What follows belongs to an exercise in optimizing a design on an open flow for small area and a short achievable clock period; a production flow would make more cautious choices. Only simulation tests tie the RTL to the original design; equivalence was not proved.

==> inputs of trial 43 <==
// xortally_net
module xortally_net(
	input clk,
	input rst,
	input [16:0] x1,
	input [16:0] x2,
	input [16:0] w1,
	input [16:0] w2,
	input [16:0] w3,
	input [16:0] w4,
	input [16:0] w5,
	input [16:0] w6,
	input [16:0] b1,
	input [16:0] b2,
	input [16:0] b3,
	output [16:0] h1,
	output [16:0] h2,
	output [16:0] y
);
export LEC_CHECK = 0
export ABC_AREA = 1
export CAP_MARGIN = 20
export CORE_MARGIN = 2
export CORE_UTILIZATION = 45
export SETUP_SLACK_MARGIN = 4
export SLEW_MARGIN = 20
create_clock -name core_clock -period 11.0 [get_ports {clk}]
run.sh (not shown) runs the stock make flow with config.mk's settings and CLKGATE_MAP_FILE= SYNTH_SCRIPT=/design/flow/synth_recipe.tcl, a recipe that flattens the netlist after the stock synthesis.
==> inputs of build 70, as changes to trial 43 <==
--- a/flow/design.v
+++ b/flow/design.v
@@ -204,185 +204,64 @@
 	sign <= in[16] ^ slope[16];
 	count <= c;
 end
 endmodule
 module add_core(
 	input [16:0] in,
-	input [4:0] ic,
 	input [32:0] t,
 	input [5:0] tc,
 	output hold,
 	output sign,
 	output [31:0] res
 );
+function [4:0] pc16;
+	input [15:0] v;
+	integer i;
+	begin
+		pc16 = 5'd0;
+		for (i = 0; i < 16; i = i + 1)
+			pc16 = pc16 + v[i];
+	end
+endfunction
 wire si = in[16];
 wire st = t[32];
+wire [4:0] ic = pc16(in[15:0]);
 wire opp = si ^ st;
 wire ile = {1'b0, ic} <= tc;
 wire ieq = {1'b0, ic} == tc;
 wire [6:0] base = opp ? {tc, 1'b0} + 7'd16 : 7'd16;
 wire [6:0] sd = base - {2'b0, ic};
 wire [5:0] s = (opp & ile) ? {1'b0, ic} + 6'd16 : sd[5:0];
 wire [48:0] x = {st, t[31:0], {16{opp}}};
 wire [48:0] xs = x >> s;
 assign hold = opp & ((st & ieq) | (~st & ~ile & (sd[5:0] == 6'd16)));
 assign sign = opp ? (ile ? st : si) : si;
 assign res = xs[31:0] | (opp ? 32'd0 : {15'd0, in});
 endmodule
-module sort16(
-	input [15:0] v,
-	output [15:0] t
-);
-wire s0h = v[0] | v[1];
-wire s0l = v[0] & v[1];
-wire s1h = v[2] | v[3];
-wire s1l = v[2] & v[3];
-wire s2h = s0h | s1h;
-wire s2l = s0h & s1h;
-wire s3h = s0l | s1l;
-wire s3l = s0l & s1l;
-wire s4h = s3h | s2l;
-wire s4l = s3h & s2l;
-wire s5h = v[4] | v[5];
-wire s5l = v[4] & v[5];
-wire s6h = v[6] | v[7];
-wire s6l = v[6] & v[7];
-wire s7h = s5h | s6h;
-wire s7l = s5h & s6h;
-wire s8h = s5l | s6l;
-wire s8l = s5l & s6l;
-wire s9h = s8h | s7l;
-wire s9l = s8h & s7l;
-wire s10h = s2h | s7h;
-wire s10l = s2h & s7h;
-wire s11h = s4l | s9l;
-wire s11l = s4l & s9l;
-wire s12h = s11h | s10l;
-wire s12l = s11h & s10l;
-wire s13h = s4h | s9h;
-wire s13l = s4h & s9h;
-wire s14h = s3l | s8l;
-wire s14l = s3l & s8l;
-wire s15h = s14h | s13l;
-wire s15l = s14h & s13l;
-wire s16h = s13h | s12h;
-wire s16l = s13h & s12h;
-wire s17h = s15h | s12l;
-wire s17l = s15h & s12l;
-wire s18h = s15l | s11l;
-wire s18l = s15l & s11l;
-wire s19h = v[8] | v[9];
-wire s19l = v[8] & v[9];
-wire s20h = v[10] | v[11];
-wire s20l = v[10] & v[11];
-wire s21h = s19h | s20h;
-wire s21l = s19h & s20h;
-wire s22h = s19l | s20l;
-wire s22l = s19l & s20l;
-wire s23h = s22h | s21l;
-wire s23l = s22h & s21l;
-wire s24h = v[12] | v[13];
-wire s24l = v[12] & v[13];
-wire s25h = v[14] | v[15];
-wire s25l = v[14] & v[15];
-wire s26h = s24h | s25h;
-wire s26l = s24h & s25h;
-wire s27h = s24l | s25l;
-wire s27l = s24l & s25l;
-wire s28h = s27h | s26l;
-wire s28l = s27h & s26l;
-wire s29h = s21h | s26h;
-wire s29l = s21h & s26h;
-wire s30h = s23l | s28l;
-wire s30l = s23l & s28l;
-wire s31h = s30h | s29l;
-wire s31l = s30h & s29l;
-wire s32h = s23h | s28h;
-wire s32l = s23h & s28h;
-wire s33h = s22l | s27l;
-wire s33l = s22l & s27l;
-wire s34h = s33h | s32l;
-wire s34l = s33h & s32l;
-wire s35h = s32h | s31h;
-wire s35l = s32h & s31h;
-wire s36h = s34h | s31l;
-wire s36l = s34h & s31l;
-wire s37h = s34l | s30l;
-wire s37l = s34l & s30l;
-wire s38h = s10h | s29h;
-wire s38l = s10h & s29h;
-wire s39h = s17l | s36l;
-wire s39l = s17l & s36l;
-wire s40h = s39h | s38l;
-wire s40l = s39h & s38l;
-wire s41h = s16l | s35l;
-wire s41l = s16l & s35l;
-wire s42h = s18l | s37l;
-wire s42l = s18l & s37l;
-wire s43h = s42h | s41l;
-wire s43l = s42h & s41l;
-wire s44h = s41h | s40h;
-wire s44l = s41h & s40h;
-wire s45h = s43h | s40l;
-wire s45l = s43h & s40l;
-wire s46h = s43l | s39l;
-wire s46l = s43l & s39l;
-wire s47h = s16h | s35h;
-wire s47l = s16h & s35h;
-wire s48h = s18h | s37h;
-wire s48l = s18h & s37h;
-wire s49h = s48h | s47l;
-wire s49l = s48h & s47l;
-wire s50h = s17h | s36h;
-wire s50l = s17h & s36h;
-wire s51h = s14l | s33l;
-wire s51l = s14l & s33l;
-wire s52h = s51h | s50l;
-wire s52l = s51h & s50l;
-wire s53h = s50h | s49h;
-wire s53l = s50h & s49h;
-wire s54h = s52h | s49l;
-wire s54l = s52h & s49l;
-wire s55h = s52l | s48l;
-wire s55l = s52l & s48l;
-wire s56h = s47h | s44h;
-wire s56l = s47h & s44h;
-wire s57h = s53h | s44l;
-wire s57l = s53h & s44l;
-wire s58h = s53l | s45h;
-wire s58l = s53l & s45h;
-wire s59h = s54h | s45l;
-wire s59l = s54h & s45l;
-wire s60h = s54l | s46h;
-wire s60l = s54l & s46h;
-wire s61h = s55h | s46l;
-wire s61l = s55h & s46l;
-wire s62h = s55l | s42l;
-wire s62l = s55l & s42l;
-assign t = {s51l, s62l, s62h, s61l, s61h, s60l, s60h, s59l, s59h, s58l, s58h, s57l, s57h, s56l, s56h, s38h};
-endmodule
 module squish_sigmoid(
 	input [32:0] in,
 	output [7:0] lv
 );
+function [4:0] pc16;
+	input [15:0] v;
+	integer i;
+	begin
+		pc16 = 5'd0;
+		for (i = 0; i < 16; i = i + 1)
+			pc16 = pc16 + v[i];
+	end
+endfunction
 wire [15:0] dq = in[15:0];
 wire [15:0] pq;
 genvar i;
 generate for (i = 0; i < 16; i = i + 1) begin : p
 	assign pq[i] = in[2*i] | in[2*i+1];
 end endgenerate
 wire dth = &(~dq[15:1] | dq[14:0]);
 wire pth = &(~pq[15:1] | pq[14:0]);
-wire [15:0] tl, th;
-sort16 sl(.v(in[15:0]), .t(tl));
-sort16 sh(.v(in[31:16]), .t(th));
-wire [15:0] th_r;
-generate for (i = 0; i < 16; i = i + 1) begin : r
-	assign th_r[i] = th[15 - i];
-end endgenerate
-wire big = |(tl & th_r);
+wire big = pc16(in[31:16]) + pc16(in[15:0]) > 6'd16;
 wire [7:0] dlv = !dth ? 8'd0 :
 	!in[32] ? {dq[3:0], 4'b1111} : {5'd0, dq[0] & ~dq[1], dq[0] & ~dq[2], dq[0] & ~dq[3]};
 wire [7:0] plv = {8{pth & ~in[32]}};
 assign lv = big ? plv : dlv;
 endmodule
 module xortally_net(
@@ -427,24 +306,12 @@
 	begin
 		pc16 = 5'd0;
 		for (i = 0; i < 16; i = i + 1)
 			pc16 = pc16 + v[i];
 	end
 endfunction
-function [4:0] tcount16;
-	input [15:0] t;
-	reg [16:0] h;
-	begin
-		h = {t, 1'b1} & ~{1'b0, t};    
-		tcount16[4] = h[16];
-		tcount16[3] = |h[15:8];
-		tcount16[2] = |{h[15:12], h[7:4]};
-		tcount16[1] = |{h[15:14], h[11:10], h[7:6], h[3:2]};
-		tcount16[0] = |{h[15], h[13], h[11], h[9], h[7], h[5], h[3], h[1]};
-	end
-endfunction
 function [5:0] pc32;
 	input [31:0] v;
 	integer i;
 	begin
 		pc32 = 6'd0;
 		for (i = 0; i < 32; i = i + 1)
@@ -459,25 +326,17 @@
 reg [15:0] p1;
 reg [4:0] c1;
 wire h2n, s2n;
 wire [31:0] t2n;
 reg s2;
 reg [31:0] t2;
-wire [15:0] mbt;
-sort16 mbs(.v(mb[15:0]), .t(mbt));
-add_core a2(.in(mb), .ic(tcount16(mbt)), .t({s1, 16'd0, p1}), .tc({1'b0, c1}), .hold(h2n), .sign(s2n), .res(t2n));
+add_core a2(.in(mb), .t({s1, 16'd0, p1}), .tc({1'b0, c1}), .hold(h2n), .sign(s2n), .res(t2n));
 wire h3n, s3n;
 wire [31:0] t3n;
 reg [32:0] t3;
-wire [15:0] t2l, t2h;
-sort16 tsl(.v(t2[15:0]), .t(t2l));
-sort16 tsh(.v(t2[31:16]), .t(t2h));
-wire [5:0] tc2 = tcount16(t2l) + tcount16(t2h);
-wire [15:0] bt;
-sort16 bs(.v(b[15:0]), .t(bt));
-add_core a3(.in(b), .ic(tcount16(bt)), .t({s2, t2}), .tc(tc2), .hold(h3n), .sign(s3n), .res(t3n));
+add_core a3(.in(b), .t({s2, t2}), .tc(pc32(t2)), .hold(h3n), .sign(s3n), .res(t3n));
 squish_sigmoid ss(.in(t3), .lv(lv));
 always @(posedge clk) begin
 	if (rst) begin
 		s1 <= 1'b0;
 		p1 <= 16'd0;
 		c1 <= 5'd0;
@@ -504,33 +363,12 @@
 	input [16:0] wa,
 	input [7:0] lb,
 	input [16:0] wb,
 	input [16:0] b,
 	output [7:0] lv
 );
-function [4:0] pc16;
-	input [15:0] v;
-	integer i;
-	begin
-		pc16 = 5'd0;
-		for (i = 0; i < 16; i = i + 1)
-			pc16 = pc16 + v[i];
-	end
-endfunction
-function [4:0] tcount16;
-	input [15:0] t;
-	reg [16:0] h;
-	begin
-		h = {t, 1'b1} & ~{1'b0, t};    
-		tcount16[4] = h[16];
-		tcount16[3] = |h[15:8];
-		tcount16[2] = |{h[15:12], h[7:4]};
-		tcount16[1] = |{h[15:14], h[11:10], h[7:6], h[3:2]};
-		tcount16[0] = |{h[15], h[13], h[11], h[9], h[7], h[5], h[3], h[1]};
-	end
-endfunction
 wire [16:0] ha = {1'b0, la[7], la[6], {2{la[5]}}, {4{la[4]}}, {4{la[3]}}, {2{la[2]}}, la[1], la[0]};
 wire [16:0] hb = {1'b0, lb[7], lb[6], {2{lb[5]}}, {4{lb[4]}}, {4{lb[3]}}, {2{lb[2]}}, lb[1], lb[0]};
 wire sa, sb;
 wire [4:0] ca, cb;
 matrix_t m_a(.clk(clk), .in(ha), .slope(wa), .sign(sa), .count(ca));
 matrix_t m_b(.clk(clk), .in(hb), .slope(wb), .sign(sb), .count(cb));
@@ -577,15 +415,13 @@
 	end
 end
 wire [31:0] t8 = ~(32'hffffffff << m8) | ({31'd0, pv8} << {1'b1, p8});
 wire h9n, s9n;
 wire [31:0] t9n;
 reg [32:0] t9;
-wire [15:0] bt;
-sort16 bs(.v(b[15:0]), .t(bt));
-add_core a9(.in(b), .ic(tcount16(bt)), .t({s8, t8}), .tc(m8 + pv8), .hold(h9n), .sign(s9n), .res(t9n));
+add_core a9(.in(b), .t({s8, t8}), .tc(m8 + pv8), .hold(h9n), .sign(s9n), .res(t9n));
 squish_sigmoid ss(.in(t9), .lv(lv));
 always @(posedge clk) begin
 	if (rst) begin
 		s7 <= 1'b0;
 		c7 <= 5'd0;
 		s8 <= 1'b0;
--- a/flow/config.mk
+++ b/flow/config.mk
@@ -5,9 +5,8 @@
 export SDC_FILE = /design/flow/constraint.sdc
 export NUM_CORES = 4
 export LEC_CHECK = 0
 export ABC_AREA = 1
 export CAP_MARGIN = 20
 export CORE_MARGIN = 2
-export CORE_UTILIZATION = 45
-export SETUP_SLACK_MARGIN = 4
+export CORE_UTILIZATION = 60
 export SLEW_MARGIN = 20
==> notes.md <==
- Build 70 went through all stages and came out clean. Trial 43 ran to the end with no violations.
- Cell count: build 70 is smaller than trial 43 (about 26%).
- Against trial 43, the via count of build 70 is lower by about 22%.
- In trial 43 the clock-buffer cell count is higher than in build 70, by 1.
- Of trial 43 and build 70, trial 43 has the higher non-clock buffer count (gap 45).
- Wire length: build 70 is smaller than trial 43 (about 23%).
- In build 70 the first-iteration DRC count is smaller than in trial 43, by 8.6%.
==> figures <==
metric                                                    trial 43                  build 70
Initial detailed-routing violation count                      4875                      4456
Post-route cell area                                     46400 µm²                 39700 µm²
Max layer used                                                met5                      met4
Final worst path period need                               6.65 ns                   9.58 ns
Dpl hpwl                                                    119 mm                   91.8 mm
Cell area after synthesis                                41300 µm²                 36300 µm²
Yosys top cell by area                    sky130_fd_sc_hd__nand2_1  sky130_fd_sc_hd__dfxtp_1
Run status                                          finished clean            finished clean
Total wire length                                           150 mm                    116 mm
Filler cells                                                 10047                      5786
Worst setup path end                                      n1.t3[5]                    h1[15]
Maximum clock skew at final layout                       0.0338 ns                 0.0201 ns
Die Width                                                   307 µm                    250 µm
Worst slack at placement                                   2.33 ns                   1.56 ns
Mean cell area of the mapped netlist                      5.26 µm²                  6.14 µm²

-- port drivers added, routing unchanged --
How much do the figures lean on ideal ports? The routed layouts below were timed once more, with nothing changed but the port constraints. Step 1 assumes that a clkbuf_16 drives the clock port and a buf_2 every other input. Step 2 moves the port delays by t, midway between the first and last clock arrival at a register: inputs arrive t later, outputs are due t later. That takes back most of the time a late clock gives input paths. Slacks: no drivers / after step 1 / after step 2; pairs: no drivers / after step 1.
| run | t, ns | setup WS [ns] | worst register clock-pin slew, ns | worst data-port slew with drivers (ns) |
|---|---|---|---|---|
| trial 43 | 0.639 | 4.346 / 4.316 / 3.759 | 0.07 / 0.07 | 0.18 |
| build 70 | 0.629 | 1.423 / 1.357 / 1.490 | 0.07 / 0.07 | 0.08 |
After both steps setup and hold are still met in every run listed. For trial 43, which loses most, drivers alone change the setup slack by -0.030 ns; drivers and shift together by -0.587 ns.
